Source: an optimization exercise on an open RTL-to-GDS flow (aim: a short achievable clock period and few clock cycles per item). Production flows keep margins and buffers that such runs may drop.
Function was checked by simulation only, so behaviour that the tests miss may differ from the original.
No activity file was given, so power comes from the tool's default toggle rates.

==> 05-20: inputs <==
// core
module core (
  input  wire        clk,         
  input  wire        rst,         
  output wire [7:0]  imem_addr,   
  input  wire [15:0] imem_rdata,  
  output reg  [7:0]  out_port,    
  output reg         out_valid,   
  output wire        halted       
);
==> module core, before the edit <==
module core (
  input  wire        clk,         
  input  wire        rst,         
  output wire [7:0]  imem_addr,   
  input  wire [15:0] imem_rdata,  
  output reg  [7:0]  out_port,    
  output reg         out_valid,   
  output wire        halted       
);
  reg [7:0] data_mem [0:255];
  reg [7:0] pc;        
  reg [7:0] acc;
  reg       halt;
  reg         m_valid;
  reg [7:0]   m_op;
  reg [7:0]   m_arg;
  reg [127:0] m_part;  
  reg [15:0]  m_hi;    
  reg         m_fw;    
  reg [7:0]   m_fwd;   
  reg [7:0]   m_pc2;   
  reg       x_valid;
  reg [7:0] x_arg;
  reg [7:0] x_b;       
  reg       x_fx;      
  reg       x_ld, x_add, x_sub, x_and, x_or, x_st, x_out, x_hlt;
  reg         w_en;
  reg [7:0]   w_addr, w_data;
  reg [255:0] w_oh;    
  assign imem_addr = pc;
  assign halted    = halt;
  integer k;
  wire [7:0] f_op  = imem_rdata[7:0];
  wire [7:0] f_arg = imem_rdata[15:8];
  wire f_two = (f_op == 8'h10) | (f_op == 8'h11) | (f_op == 8'h12) |
               (f_op[7:3] == 5'b00100) |
               (f_op == 8'h30) | (f_op == 8'h31) | (f_op == 8'h32);
  wire f_jump = (f_op == 8'h30) | (f_op == 8'h32);    
  wire [7:0] pc1 = pc + 8'd1;
  wire [7:0] pc2 = pc + 8'd2;
  wire [7:0] f_npc = f_jump ? f_arg : (f_two ? pc2 : pc1);
  wire x_run  = x_valid & ~halt;
  wire [7:0] x_opnd = x_fx ? w_data : x_b;
  wire [7:0] sxor = acc ^ x_opnd;
  wire [7:0] sor  = acc | x_opnd;
  wire add_z = ~sxor[0] & (sxor[7:1] == sor[6:0]);
  wire x_z = ~x_run ? (acc == 8'h00) :
             x_ld  ? (x_opnd == 8'h00) :
             x_add ? add_z :
             x_sub ? (acc == x_opnd) :
             x_and ? ((acc & x_opnd) == 8'h00) :
             x_or  ? (sor == 8'h00) :
                     (acc == 8'h00);
  wire m_jz   = (m_op == 8'h31);
  wire m_miss = m_valid & (m_jz | (m_op == 8'h32)) & x_z;
  wire [7:0] m_tgt = m_jz ? m_arg : m_pc2;
  wire m_mem = (m_op == 8'h11) | (m_op == 8'h21) | (m_op == 8'h23) |
               (m_op == 8'h25) | (m_op == 8'h27);
  reg [7:0] m_rd;
  always @* begin
    m_rd = 8'h00;
    for (k = 0; k < 16; k = k + 1)
      m_rd = m_rd | ({8{m_hi[k]}} & m_part[8*k +: 8]);
  end
  wire [7:0] m_b = ~m_mem ? m_arg :
                   (w_en && w_addr == m_arg) ? w_data :
                   m_fw ? m_fwd : m_rd;
  wire [15:0] f_lo = 16'd1 << f_arg[3:0];
  reg [127:0] f_part;
  integer g, l;
  always @* begin
    f_part = 128'd0;
    for (g = 0; g < 16; g = g + 1)
      for (l = 0; l < 16; l = l + 1)
        f_part[8*g +: 8] = f_part[8*g +: 8] | ({8{f_lo[l]}} & data_mem[16*g + l]);
  end
  always @(posedge clk) begin
    for (k = 0; k < 256; k = k + 1)
      if (w_oh[k])
        data_mem[k] <= w_data;
  end
  always @(posedge clk) begin
    m_op  <= f_op;
    m_arg <= f_arg;
    m_part <= f_part;
    m_hi  <= 16'd1 << f_arg[7:4];
    m_fw  <= w_en & (w_addr == f_arg);
    m_fwd <= w_data;
    m_pc2 <= pc2;
    x_arg <= m_arg;
    x_b   <= m_b;
    x_fx  <= m_mem & x_run & x_st & (x_arg == m_arg);
    x_ld  <= (m_op == 8'h10) | (m_op == 8'h11);
    x_add <= (m_op == 8'h20) | (m_op == 8'h21);
    x_sub <= (m_op == 8'h22) | (m_op == 8'h23);
    x_and <= (m_op == 8'h24) | (m_op == 8'h25);
    x_or  <= (m_op == 8'h26) | (m_op == 8'h27);
    x_st  <= (m_op == 8'h12);
    x_out <= (m_op == 8'h40);
    x_hlt <= (m_op == 8'hFF);
    w_addr <= x_arg;
    w_data <= acc;
  end
  always @(posedge clk or posedge rst) begin
    if (rst) begin
      pc        <= 8'h00;
      acc       <= 8'h00;
      halt      <= 1'b0;
      m_valid   <= 1'b0;
      x_valid   <= 1'b0;
      w_en      <= 1'b0;
      w_oh      <= 256'd0;
      out_port  <= 8'h00;
      out_valid <= 1'b0;
    end
    else begin
      out_valid <= 1'b0;
      x_valid <= m_valid;
      if (m_miss) begin
        pc      <= m_tgt;
        m_valid <= 1'b0;
      end
      else begin
        pc      <= f_npc;
        m_valid <= 1'b1;
      end
      w_en <= x_run & x_st;
      w_oh <= (x_run & x_st) ? (256'd1 << x_arg) : 256'd0;
      if (x_run) begin
        if (x_ld)  acc <= x_opnd;
        if (x_add) acc <= acc + x_opnd;
        if (x_sub) acc <= acc - x_opnd;
        if (x_and) acc <= acc & x_opnd;
        if (x_or)  acc <= acc | x_opnd;
        if (x_out) begin
          out_port  <= acc;
          out_valid <= 1'b1;
        end
        if (x_hlt) halt <= 1'b1;
      end
    end
  end
endmodule
Settings: LEC_CHECK=0, ABC_CLOCK_PERIOD_IN_PS=2500, CAP_MARGIN=20, CORE_MARGIN=2, CORE_UTILIZATION=45, SETUP_SLACK_MARGIN=4.0, SLEW_MARGIN=20, TNS_END_PERCENT=100; clock period 6.5 ns.
run.sh (not shown) runs the stock make flow with config.mk's settings and CLKGATE_MAP_FILE= SYNTH_SCRIPT=/design/flow/synth_recipe.tcl, a recipe that flattens the netlist after the stock synthesis.
==> inputs of 02-10, as changes to 05-20 <==
==> flow/design.v (replaced) <==
`timescale 1ns/1ps
module core (
  input  wire        clk,         
  input  wire        rst,         
  output wire [7:0]  imem_addr,   
  input  wire [15:0] imem_rdata,  
  output reg  [7:0]  out_port,    
  output reg         out_valid,   
  output wire        halted       
);
  reg [7:0] data_mem [0:255];
  reg [7:0] pc;        
  reg [7:0] acc;
  reg       halt;
  reg       m_valid;
  reg [7:0] m_op;
  reg [7:0] m_arg;
  reg [7:0] m_pc2;     
  reg       x_valid;
  reg [7:0] x_arg;
  reg [7:0] x_b;       
  reg [7:0] x_pc2;
  reg       x_ld, x_add, x_sub, x_and, x_or, x_st, x_out, x_hlt, x_jz, x_jnz;
  assign imem_addr = pc;
  assign halted    = halt;
  wire [7:0] f_op  = imem_rdata[7:0];
  wire [7:0] f_arg = imem_rdata[15:8];
  wire f_two = (f_op == 8'h10) | (f_op == 8'h11) | (f_op == 8'h12) |
               (f_op[7:3] == 5'b00100) |
               (f_op == 8'h30) | (f_op == 8'h31) | (f_op == 8'h32);
  wire f_jump = (f_op == 8'h30) | (f_op == 8'h32);    
  wire [7:0] pc1 = pc + 8'd1;
  wire [7:0] pc2 = pc + 8'd2;
  wire [7:0] f_npc = f_jump ? f_arg : (f_two ? pc2 : pc1);
  wire x_run  = x_valid & ~halt;
  wire acc_z  = (acc == 8'h00);
  wire x_miss = x_run & ((x_jz & acc_z) | (x_jnz & acc_z));
  wire [7:0] x_tgt = x_jz ? x_arg : x_pc2;
  wire m_mem = (m_op == 8'h11) | (m_op == 8'h21) | (m_op == 8'h23) |
               (m_op == 8'h25) | (m_op == 8'h27);
  wire m_fwd = x_run & x_st & (x_arg == m_arg);
  wire [7:0] m_rd = m_fwd ? acc : data_mem[m_arg];
  wire [7:0] m_b  = m_mem ? m_rd : m_arg;
  always @(posedge clk) begin
    if (x_run && x_st)
      data_mem[x_arg] <= acc;
  end
  always @(posedge clk) begin
    m_op  <= f_op;
    m_arg <= f_arg;
    m_pc2 <= pc2;
    x_arg <= m_arg;
    x_b   <= m_b;
    x_pc2 <= m_pc2;
    x_ld  <= (m_op == 8'h10) | (m_op == 8'h11);
    x_add <= (m_op == 8'h20) | (m_op == 8'h21);
    x_sub <= (m_op == 8'h22) | (m_op == 8'h23);
    x_and <= (m_op == 8'h24) | (m_op == 8'h25);
    x_or  <= (m_op == 8'h26) | (m_op == 8'h27);
    x_st  <= (m_op == 8'h12);
    x_out <= (m_op == 8'h40);
    x_hlt <= (m_op == 8'hFF);
    x_jz  <= (m_op == 8'h31);
    x_jnz <= (m_op == 8'h32);
  end
  always @(posedge clk or posedge rst) begin
    if (rst) begin
      pc        <= 8'h00;
      acc       <= 8'h00;
      halt      <= 1'b0;
      m_valid   <= 1'b0;
      x_valid   <= 1'b0;
      out_port  <= 8'h00;
      out_valid <= 1'b0;
    end
    else begin
      out_valid <= 1'b0;
      if (x_miss) begin
        pc      <= x_tgt;
        m_valid <= 1'b0;
        x_valid <= 1'b0;
      end
      else begin
        pc      <= f_npc;
        m_valid <= 1'b1;
        x_valid <= m_valid;
      end
      if (x_run) begin
        if (x_ld)  acc <= x_b;
        if (x_add) acc <= acc + x_b;
        if (x_sub) acc <= acc - x_b;
        if (x_and) acc <= acc & x_b;
        if (x_or)  acc <= acc | x_b;
        if (x_out) begin
          out_port  <= acc;
          out_valid <= 1'b1;
        end
        if (x_hlt) halt <= 1'b1;
      end
    end
  end
endmodule
- CORE_UTILIZATION: 45 -> 50
==> inputs of 11-12, as changes to 05-20 <==
==> flow/design.v (replaced) <==
`timescale 1ns/1ps
module core (
  input  wire        clk,         
  input  wire        rst,         
  output wire [7:0]  imem_addr,   
  input  wire [15:0] imem_rdata,  
  output reg  [7:0]  out_port,    
  output reg         out_valid,   
  output wire        halted       
);
  reg [7:0] data_mem [0:255];
  reg [7:0] pc;      
  reg [7:0] acc;     
  reg [7:0] ir;      
  reg       fetch;   
  reg       halt;    
  wire [7:0] inst_byte = imem_rdata[7:0];
  assign imem_addr = pc;
  assign halted    = halt;
  always @(posedge clk) begin
    if (!halt && !fetch && ir == 8'h12)
      data_mem[inst_byte] <= acc;
  end
  always @(posedge clk or posedge rst) begin
    if (rst) begin
      pc    <= 8'h00;
      acc   <= 8'h00;
      fetch <= 1'b1;
      halt  <= 1'b0;
      out_port  <= 8'h00;
      out_valid <= 1'b0;
    end
    else begin
      out_valid <= 1'b0;
      if (!halt) begin
      if (fetch) begin
        ir    <= inst_byte;
        pc    <= pc + 1;
        fetch <= 1'b0;
      end
      else begin
        case (ir)
          8'h00: begin
          end
          8'h10: begin
            acc <= inst_byte;
            pc  <= pc + 1;
          end
          8'h11: begin
            acc <= data_mem[inst_byte];
            pc  <= pc + 1;
          end
          8'h12: begin
            pc <= pc + 1;
          end
          8'h20: begin
            acc <= acc + inst_byte;
            pc  <= pc + 1;
          end
          8'h21: begin
            acc <= acc + data_mem[inst_byte];
            pc  <= pc + 1;
          end
          8'h22: begin
            acc <= acc - inst_byte;
            pc  <= pc + 1;
          end
          8'h23: begin
            acc <= acc - data_mem[inst_byte];
            pc  <= pc + 1;
          end
          8'h24: begin
            acc <= acc & inst_byte;
            pc  <= pc + 1;
          end
          8'h25: begin
            acc <= acc & data_mem[inst_byte];
            pc  <= pc + 1;
          end
          8'h26: begin
            acc <= acc | inst_byte;
            pc  <= pc + 1;
          end
          8'h27: begin
            acc <= acc | data_mem[inst_byte];
            pc  <= pc + 1;
          end
          8'h30: begin
            pc <= inst_byte;
          end
          8'h31: begin
            if (acc == 8'h00)
              pc <= inst_byte;
            else
              pc <= pc + 1;
          end
          8'h32: begin
            if (acc != 8'h00)
              pc <= inst_byte;
            else
              pc <= pc + 1;
          end
          8'h40: begin
            out_port  <= acc;
            out_valid <= 1'b1;
          end
          8'hFF: begin
            halt <= 1'b1;
          end
          default: begin
          end
        endcase
        fetch <= 1'b1;
      end
      end
    end
  end
endmodule
- ABC_CLOCK_PERIOD_IN_PS: 2500 -> default
- CORE_UTILIZATION: 45 -> 40
- SETUP_SLACK_MARGIN: 4.0 -> default
- TNS_END_PERCENT: 100 -> default
==> summary.md <==
| Metric | Value |
|---|---|
| Cells on worst reg2reg path | `25` |
| Basic-gate share of the synthesized area counting and, or, nand and nor cells | `3.562%` |
| Worst R2R End | `acc[7]` |
| Adder-cell share of the synthesized area | `0.2221%` |
| Clock input transition at the sequential cells of the worst setup and hold paths | `70 ps` |
| Fraction of synthesized area in multiplexers | `15.09%` |
| Vias per cell | `5.894` |
| Seq pwr | `0.0172 W` |
| Status | `timing/DRC/antenna clean` |
| Tapcells inserted | `2688` |
| Required time of the critical path | `7250 ps` |
| Maximum fanout encountered on the critical timing path | `19` |
| Std-Cell Rows | `166` |
| Leading post-synthesis cells by instance count | `2056 x edfxtp_1, 480 x mux4_2, 302 x nor2_1, 146 x mux2i_1, 127 x a22oi_1` |
(the above is from 11-12)
==> summary.md <==
| Metric | Value |
|---|---|
| Fraction of synthesized area in multiplexers | `16.37%` |
| Basic-gate share of the synthesized area counting and, or, nand and nor cells | `3.267%` |
| Adder-cell share of the synthesized area | `0.4211%` |
| Maximum fanout encountered on the critical timing path | `5` |
| Required time of the critical path | `7220 ps` |
| Vias per cell | `6.323` |
| Worst R2R End | `x_b[0]` |
| Tapcells inserted | `2204` |
| Clock input transition at the sequential cells of the worst setup and hold paths | `60 ps` |
| Post-Route M1 WL | `92420 um` |
| Status | `timing/DRC/antenna clean` |
| Cells on worst reg2reg path | `11` |
(the above is from 02-10)
==> summary.md <==
| Metric | Value |
|---|---|
| Seq pwr | `0.0193 W` |
| Adder-cell share of the synthesized area | `0.4049%` |
| Sequential cell count of the final layout | `2551` |
| Maximum fanout encountered on the critical timing path | `8` |
| Clock input transition at the sequential cells of the worst setup and hold paths | `60 ps` |
| Worst R2R End | `pc[4]` |
| Leading post-synthesis cells by instance count | `2048 x edfxtp_1, 503 x a22oi_1, 374 x nor2_1, 285 x dfrtp_1, 264 x clkbuf_1` |
| Vias per cell | `6.582` |
| Required time of the critical path | `7310 ps` |
| Std-Cell Rows | `164` |
| Status | `timing/DRC/antenna clean` |
| Cells on worst reg2reg path | `11` |
(the above is from 05-20)
Testbench counts of 05-20, summed over its fixed seeds: cycles 89,731, instructions 86,873.
Testbench counts of 02-10, summed over its fixed seeds: cycles 92,013, instructions 86,873.
Testbench counts of 11-12, summed over its fixed seeds: cycles 173,938, instructions 86,873.

## what the ideal ports hide
No port has a modelled driver above. Below, the same layouts with a new extraction and two added sets of constraints. Step 1 sets driving cells, clkbuf_16 on the clock port and buf_2 on the other inputs (assumed; they add their load-dependent delay and slew). Step 2 adds t to the input delays and takes it off the output delays; t is the mean of the earliest and latest rising clock arrival at the registers after step 1. Input paths then give back, and output paths get back, about the clock's delay inside the block. Three values: ideal, step 1, step 2; two values: the first two.
run	t, ns	slack for setup (ns)	worst setup path after step 2	slew at the worst register clock pin (ns)	worst data-port slew with drivers (ns)
05-20	0.974	3.530 / 3.530 / 2.712	input to register	0.07 / 0.07	0.42
02-10	0.928	3.278 / 3.278 / 3.278	register to register	0.07 / 0.07	0.03
11-12	0.939	0.159 / 0.155 / -0.783	input to register	0.07 / 0.07	0.09
With both steps, setup timing fails in 11-12, where it was met with ideal ports. The setup slack of 11-12, which loses most, moves by -0.004 ns with the drivers and by -0.942 ns with both steps.
